This is an optimization exercise on Yosys and OpenROAD, whose aim is a short achievable clock period and few clock cycles, not a production implementation.
Only simulation tests tie the RTL to the original design; equivalence was not proved.
Power figures rest on the tool's default switching activity, not on a simulated workload.

<file path="run.sh">
#!/bin/bash
# synth_recipe.tcl (not shown) runs the flow's synth.tcl, then flattens the netlist and writes it again
# the make line also repeats each setting of config.mk as NAME=value (left out here)
make -C /OpenROAD-flow-scripts/flow DESIGN_CONFIG=/design/flow/config.mk WORK_HOME=/design/flow/orfs CLKGATE_MAP_FILE= SYNTH_SCRIPT=/design/flow/synth_recipe.tcl finish
</file>
<file path="config.mk">
export PLATFORM = sky130hd
export DESIGN_NAME = projectCPU2021
export DESIGN_NICKNAME = projectCPU2021
export VERILOG_FILES = /design/flow/design.v
export SDC_FILE = /design/flow/constraint.sdc
export NUM_CORES = 4
export LEC_CHECK = 0
export CAP_MARGIN = 20
export CORE_MARGIN = 2
export CORE_UTILIZATION = 40
export SLEW_MARGIN = 20
</file>
<file path="constraint.sdc">
create_clock -name core_clock -period 4.5 [get_ports {clk}]
set_input_delay 0.9000 -clock core_clock [delete_from_list [all_inputs] [get_ports {clk}]]
set_output_delay 0.9000 -clock core_clock [all_outputs]
set_load 0.01 [all_outputs]
</file>
<file path="design.v">
module projectCPU2021(
  clk,
  rst,
  wrEn,
  data_fromRAM,
  addr_toRAM,
  data_toRAM,
  PC,
  W
);
input clk, rst;
input wire [15:0] data_fromRAM;
output reg [15:0] data_toRAM;
output reg wrEn;
output reg [12:0] addr_toRAM;
output reg [12:0] PC;  
output reg [15:0] W;  
reg [3:0] counter, counterNext;
reg [15:0] num, numNext;
reg [2:0]  opcode, opcodeNext;
reg [12:0] operand, operandNext;
reg [12:0] PCnext;
reg [2:0]  state, stateNext;
reg [15:0] Wnext;
always @(posedge clk) begin
    counter <= counterNext;
    num     <= numNext;
    opcode  <= opcodeNext;
    operand <= operandNext;
    PC      <= PCnext;
    state   <= stateNext;
    W       <= Wnext;
end
always @* begin
    addr_toRAM  = 0;
    counterNext = counter;
    data_toRAM  = 0;
    numNext     = num;
    opcodeNext  = opcode;
    operandNext = operand;
    PCnext      = PC;
    stateNext   = state;
    Wnext       = W;
    wrEn        = 0;
    if(rst) begin
        addr_toRAM  = 0;
        counterNext = 0;
        data_toRAM  = 0;
        numNext     = 0;
        opcodeNext  = 0;
        operandNext = 0;
        PCnext      = 0;
        stateNext   = 0;
        Wnext       = 0;    
        wrEn        = 0;    
    end
    else
    case(state)
        0: begin                                  
            counterNext = 0;
            data_toRAM  = 0;                      
            numNext     = 0;                      
            opcodeNext  = opcode;                 
            operandNext = operand;                
            addr_toRAM  = PC;                     
            PCnext      = PC;                     
            Wnext       = W;                      
            wrEn        = 0;                      
            stateNext   = 1;                      
        end
        1: begin                                  
           counterNext = 0;
            data_toRAM  = 0;                      
            numNext     = 0;                      
            addr_toRAM  = data_fromRAM[12:0];     
            opcodeNext  = data_fromRAM[15:13];    
            operandNext = data_fromRAM[12:0];     
            PCnext      = PC;                     
            Wnext       = W;                      
            wrEn        = 0;                      
            if(data_fromRAM[12:0] == 0) begin     
                stateNext = 5;                    
            end
            else begin                            
                if(data_fromRAM[15:13] == 3'b110)
                    stateNext = 4;                
                else if(data_fromRAM[15:13] == 3'b100 || data_fromRAM[15:13] == 3'b111)
                    stateNext = 3;                
                else
                    stateNext = 2;                
            end
        end
        2: begin                                  
            addr_toRAM = 0;                       
            data_toRAM = 0;                       
            counterNext = 0;
            numNext     = data_fromRAM;           
            opcodeNext  = opcode;                 
            operandNext = operand;                
            wrEn        = 0;                      
            if(opcode == 3'b000) begin            
                Wnext  = W + data_fromRAM;
                PCnext = PC + 1;                  
            end
            else if(opcode == 3'b001) begin       
                Wnext  = ~(W & data_fromRAM);
                PCnext = PC + 1;                  
            end
            else if(opcode == 3'b010) begin       
                if(data_fromRAM < 16) begin
                    Wnext  = W >> data_fromRAM;
                    PCnext = PC + 1;              
                end
                else if(data_fromRAM < 32) begin
                    Wnext  = W << data_fromRAM[3:0];
                    PCnext = PC + 1;              
                end
                else 
                    stateNext = 7;
            end
            else if(opcode == 3'b011) begin       
                Wnext  = W >= data_fromRAM;
                PCnext = PC + 1;                  
            end
            else if(opcode == 3'b101) begin       
                Wnext = data_fromRAM;
                PCnext      = PC + 1;             
            end
            if(~(opcode == 3'b010 && data_fromRAM >= 32))
                stateNext = 0;                    
        end
        3: begin                                  
            addr_toRAM = 0;                       
            counterNext = 0;
            data_toRAM = 0;                       
            numNext     = data_fromRAM;           
            opcodeNext  = opcode;                 
            operandNext = operand;                
            Wnext       = W;                      
            wrEn        = 0;                      
            if(opcode == 3'b100)                  
                PCnext = (data_fromRAM == 0) ? (PC + 2) : (PC + 1);
            else if(opcode == 3'b111)             
                PCnext = data_fromRAM[12:0];
            stateNext = 0;                        
        end
        4: begin                                  
            counterNext = 0;
            numNext = 0;                          
            opcodeNext  = opcode;                 
            operandNext = operand;                
            PCnext      = PC + 1;                 
            Wnext       = W;                      
            if(opcode == 3'b110 && operand == 0)
                addr_toRAM = num;
            else                                  
                addr_toRAM = operand;             
            data_toRAM = W;                       
            wrEn       = 1;                       
            stateNext = 0;                        
        end
        5: begin
            counterNext = 0;
            data_toRAM  = 0;                      
            numNext     = 0;                      
            addr_toRAM  = 2;                      
            opcodeNext  = opcode;                 
            operandNext = operand;                
            PCnext      = PC;                     
            Wnext       = W;                      
            wrEn        = 0;                      
            stateNext = 6;
        end
        6: begin
            counterNext = 0;
            data_toRAM  = 0;                      
            addr_toRAM = data_fromRAM;            
            numNext = data_fromRAM;               
            opcodeNext  = opcode;                 
            operandNext = operand;                
            PCnext      = PC;                     
            Wnext       = W;                      
            wrEn        = 0;                      
            if(opcode == 3'b110)
                stateNext = 4;                    
            else if(opcode == 3'b100 || opcode == 3'b111)
                stateNext = 3;                    
            else
                stateNext = 2;                    
        end
        7: begin
            if(counter < num[3:0]) begin
                counterNext = counter + 1;
                if(opcode == 3'b010) begin
                    if(num < 48)
                        Wnext = {W[0], W[15:1]};
                    else
                        Wnext = {W[14:0], W[15]};
                end
                stateNext = 7;
            end
            else begin
                stateNext = 0;
                PCnext    = PC + 1;
            end
        end
    endcase
end
endmodule
</file>
==> run notes <==
==> report_power, final <==
group	internal [W]	switching, W	total [W]
combinational	0.000290	0.000428	0.000718
sequential	0.000634	0.0000779	0.000712
clock	0.000441	0.000292	0.000733
==> sequential cells by signal, indices dropped and copies added, names as in the netlist <==
name / flops
PC: 13
operand: 13
W: 16
opcode: 3
state: 3
num: 16
counter: 4
==> cell families after synthesis <==
group | Yosys count | share of synthesized area
XOR/XNOR | 20 | 0.0235
flip-flops | 68 | 0.182
AND/OR/NAND/NOR | 350 | 0.231
buffers and inverters | 144 | 0.0813
adder cells (fa/ha/maj) | 40 | 0.0681
AO/OA/AOI/OAI | 332 | 0.303
multiplexers | 64 | 0.111
==> worst min-delay path by stage <==
stage,start,end,slack (ns)
after floorplan,num[14],num[14],0.43
after global placement,num[14],num[14],0.45
after detailed placement,operand[1],operand[1],0.46
after CTS,operand[4],operand[4],0.47
after global routing,operand[1],operand[1],0.49
final,operand[4],operand[4],0.47
==> area by class of cell <==
| cell class | count | share of cell area |
|---|---|---|
| timing repair buffer | 111 | 0.117 |
| multi-input combinational | 806 | 0.640 |
| clock inverter | 4 | 0.00582 |
| inverter | 39 | 0.0170 |
| tap | 229 | 0.0333 |
| clock buffer | 11 | 0.0282 |
| sequential | 68 | 0.158 |
==> routing by layer <==
metal / global-route usage / up-vias / share of wire
met4: 0.0726 / 0 / 0.021
met5: 0 / - / 0
met2: 0.410 / 486 / 0.42
met1: 0.417 / 3948 / 0.45
li1: - / 3802 / -
met3: 0.0754 / 55 / 0.11
==> stage by stage <==
step	utilization	cell area (sq um)	hold slack (ns)	worst slack, ns	total power (W)
finish	0.474	8600	0.467	0.580	0.00216
global route	0.474	8600	0.488	0.430	0.00225
CTS	0.474	8600	0.467	0.572	0.00215
detailed placement	0.458	8300	0.460	0.583	0.00142
global placement	0.458	8300	0.449	0.632	0.00142
floorplan	-	7460	0.434	0.652	0.00119
==> worst min-delay path, cell delays in order (launching register included) <==
cell and delay, ns:
dfxtp_1 0.31, nand2_1 0.05, a21oi_1 0.05
==> Yosys cell counts, types with 6 or more instances <==
| library cell | number | share of area |
|---|---|---|
| a22oi_1 | 16 | 0.016 |
| ha_1 | 39 | 0.065 |
| nand2_1 | 115 | 0.058 |
| nand2b_1 | 9 | 0.0075 |
| buf_4 | 7 | 0.0070 |
| and2_1 | 23 | 0.019 |
| nand4_1 | 16 | 0.013 |
| nor2_1 | 75 | 0.038 |
| a22o_1 | 14 | 0.016 |
| o21ai_0 | 64 | 0.043 |
| a31oi_1 | 18 | 0.015 |
| o211ai_1 | 12 | 0.012 |
| inv_1 | 36 | 0.018 |
| nor3_1 | 24 | 0.016 |
| o221a_2 | 13 | 0.020 |
| or2_2 | 6 | 0.0050 |
| a211oi_1 | 11 | 0.011 |
| o22ai_1 | 9 | 0.0075 |
| a21oi_1 | 86 | 0.058 |
| and3_1 | 8 | 0.0067 |
| mux2_2 | 11 | 0.017 |
| mux2i_1 | 39 | 0.052 |
| nor4_1 | 12 | 0.010 |
| o31ai_1 | 10 | 0.010 |
| buf_2 | 19 | 0.013 |
| or3_1 | 10 | 0.0084 |
| dfxtp_1 | 68 | 0.18 |
| nand3_1 | 23 | 0.015 |
| xnor2_1 | 13 | 0.015 |
| mux4_2 | 14 | 0.042 |
| nor2b_1 | 9 | 0.0075 |
| xor2_1 | 7 | 0.0082 |
| clkbuf_1 | 73 | 0.037 |
==> run notes <==
DR vias=8291; HP Class=flop to flop; die width=141 um; CTS Root Cell=clkbuf_16; CP Data Arrival Time=between 3 and 4 ns; Multi-input gate area=5500 sq um; CTS tree=done; core area=18100 sq um; delay of the slowest critical-path stage=0.55 ns; first-pass GRT wire length=44100 um; Synth Net Count=1076; number of antenna violations at the first check in global routing=0; row cnt=between 40 and 50; Clock Path Buffers=2; Top Ports=77; Netlist cell types=78; Clock Skew=0.00709 ns; Syn. warnings=1; Fmax achieved=about 260 MHz; Crit path required time=between 3 and 4 ns; main flop type after synthesis=dfxtp_1; Mapped Area=7460 sq um; pwr dens=252 nW/um^2; kind of critical path=flop to output pin; Slew @ Worst Pin=0.927 ns; CP Max Fanout=8; crit path launch=operand[2]; Global Route Usage Sum=0.283; Final Non-Filler Cells=~1300; Synth Instances=between 1000 and 1500; endpoints failing setup=0; DIE AREA=19800 sq um; Synth async-reset ratio=0; crit-path cells=or4_1, nor4_2, buf_4, a21oi_1, o221a_2, nor2_1, clkdlybuf4s50_1; Post-Route Setup TNS=0 ns; DP HPWL=20200 um; placed insts=1253; Avg Inst Size Synth=7.33 sq um; synthesized flop and latch total=68; vias in the first global route=between 7000 and 8000; gr ovfl total=0; starting density of the core=0.411; CTS H-Tree Depth=3; worst slew margin relative to its limit=0.382; hold_buf cts=0; Top Family by Delay on Critical Path=simple AND/OR/NAND/NOR gates; Crit. path cell count=7; drt drc=0; CP startpoint kind=flop; ANT cells=0; clock sink total=68; Reg-to-Reg End=W[12]; final period utilization=0.871; Avg WL per Cell=22.2 um; CTS buffer count=9; unrepaired setup endpoints after global routing=false; cts repair resizes=0; fin crit period=3.92 ns; # Max-Cap Violations=0; Buf/Inv on CP=2; Post-synth EDFFs=0; Clock Latency Late Sink=between 0.3 and 0.4 ns; Hold Vio Cnt, Final=0; final net count=about 1100; Antenna Nets Post-Route=0; Reg area=1360 sq um; sequential area share after synthesis=0.182; Layout area overhead=15.2%; max-slew violation count=0; reg2reg setup slack=about 1.3 ns; most common cell after layout, fill and taps aside=nand2_1; Iter 0 DRT Violations=1151; Post-Route WL=28100 um; # fillers=1856; Worst setup endpoint=addr_toRAM[12]; final RePlAce weighted congestion=a little under 1; drt pass-1 iters=6; most frequent cells in the layout=nand2_1 (115), a21oi_1 (86), nor2_1 (75); setup bufs post-CTS=0; Max VDD drop=0.156 mV; clock transition at the registers of the reported paths=0.06 ns; status=finished clean; Leakage=around 3.1 nW; crit end category=output pin; origin of the critical flop-to-flop path=W[1]; WHS Path Cells=2; Via density=6.54; CP max stage cell=nor4_2; largest net degree at the start of global routing=48; share of layout cells above drive strength 1=0.105; DIE HEIGHT=between 100 and 150 um; Port Buffers=76; R2R cell count=9
Testbench counts, summed over its fixed seeds: cycles 168,084.

## port drivers added, routing unchanged
The flow's constraints put no driver on any port. The routed layout listed below was extracted and timed again, unchanged, in two steps.
Step 1: set_driving_cell puts a clkbuf_16 on clk and a buf_2 on each other input, an assumption about the parent block.
Step 2, shift: input delay + t, output delay - t, t = (earliest + latest rising clock arrival at the registers) / 2. This alone moves slack from input paths to output paths.
Three values: ideal, step 1, step 2; two values: the first two.
t (ns): 0.386
slack for setup (ns): 0.580 / 0.539 / 0.493
latest minus earliest clock arrival (ns): 0.007 / 0.007
After both steps setup and hold are still met in this run. For this run, drivers alone change the setup slack by -0.041 ns; drivers and shift together by -0.087 ns.
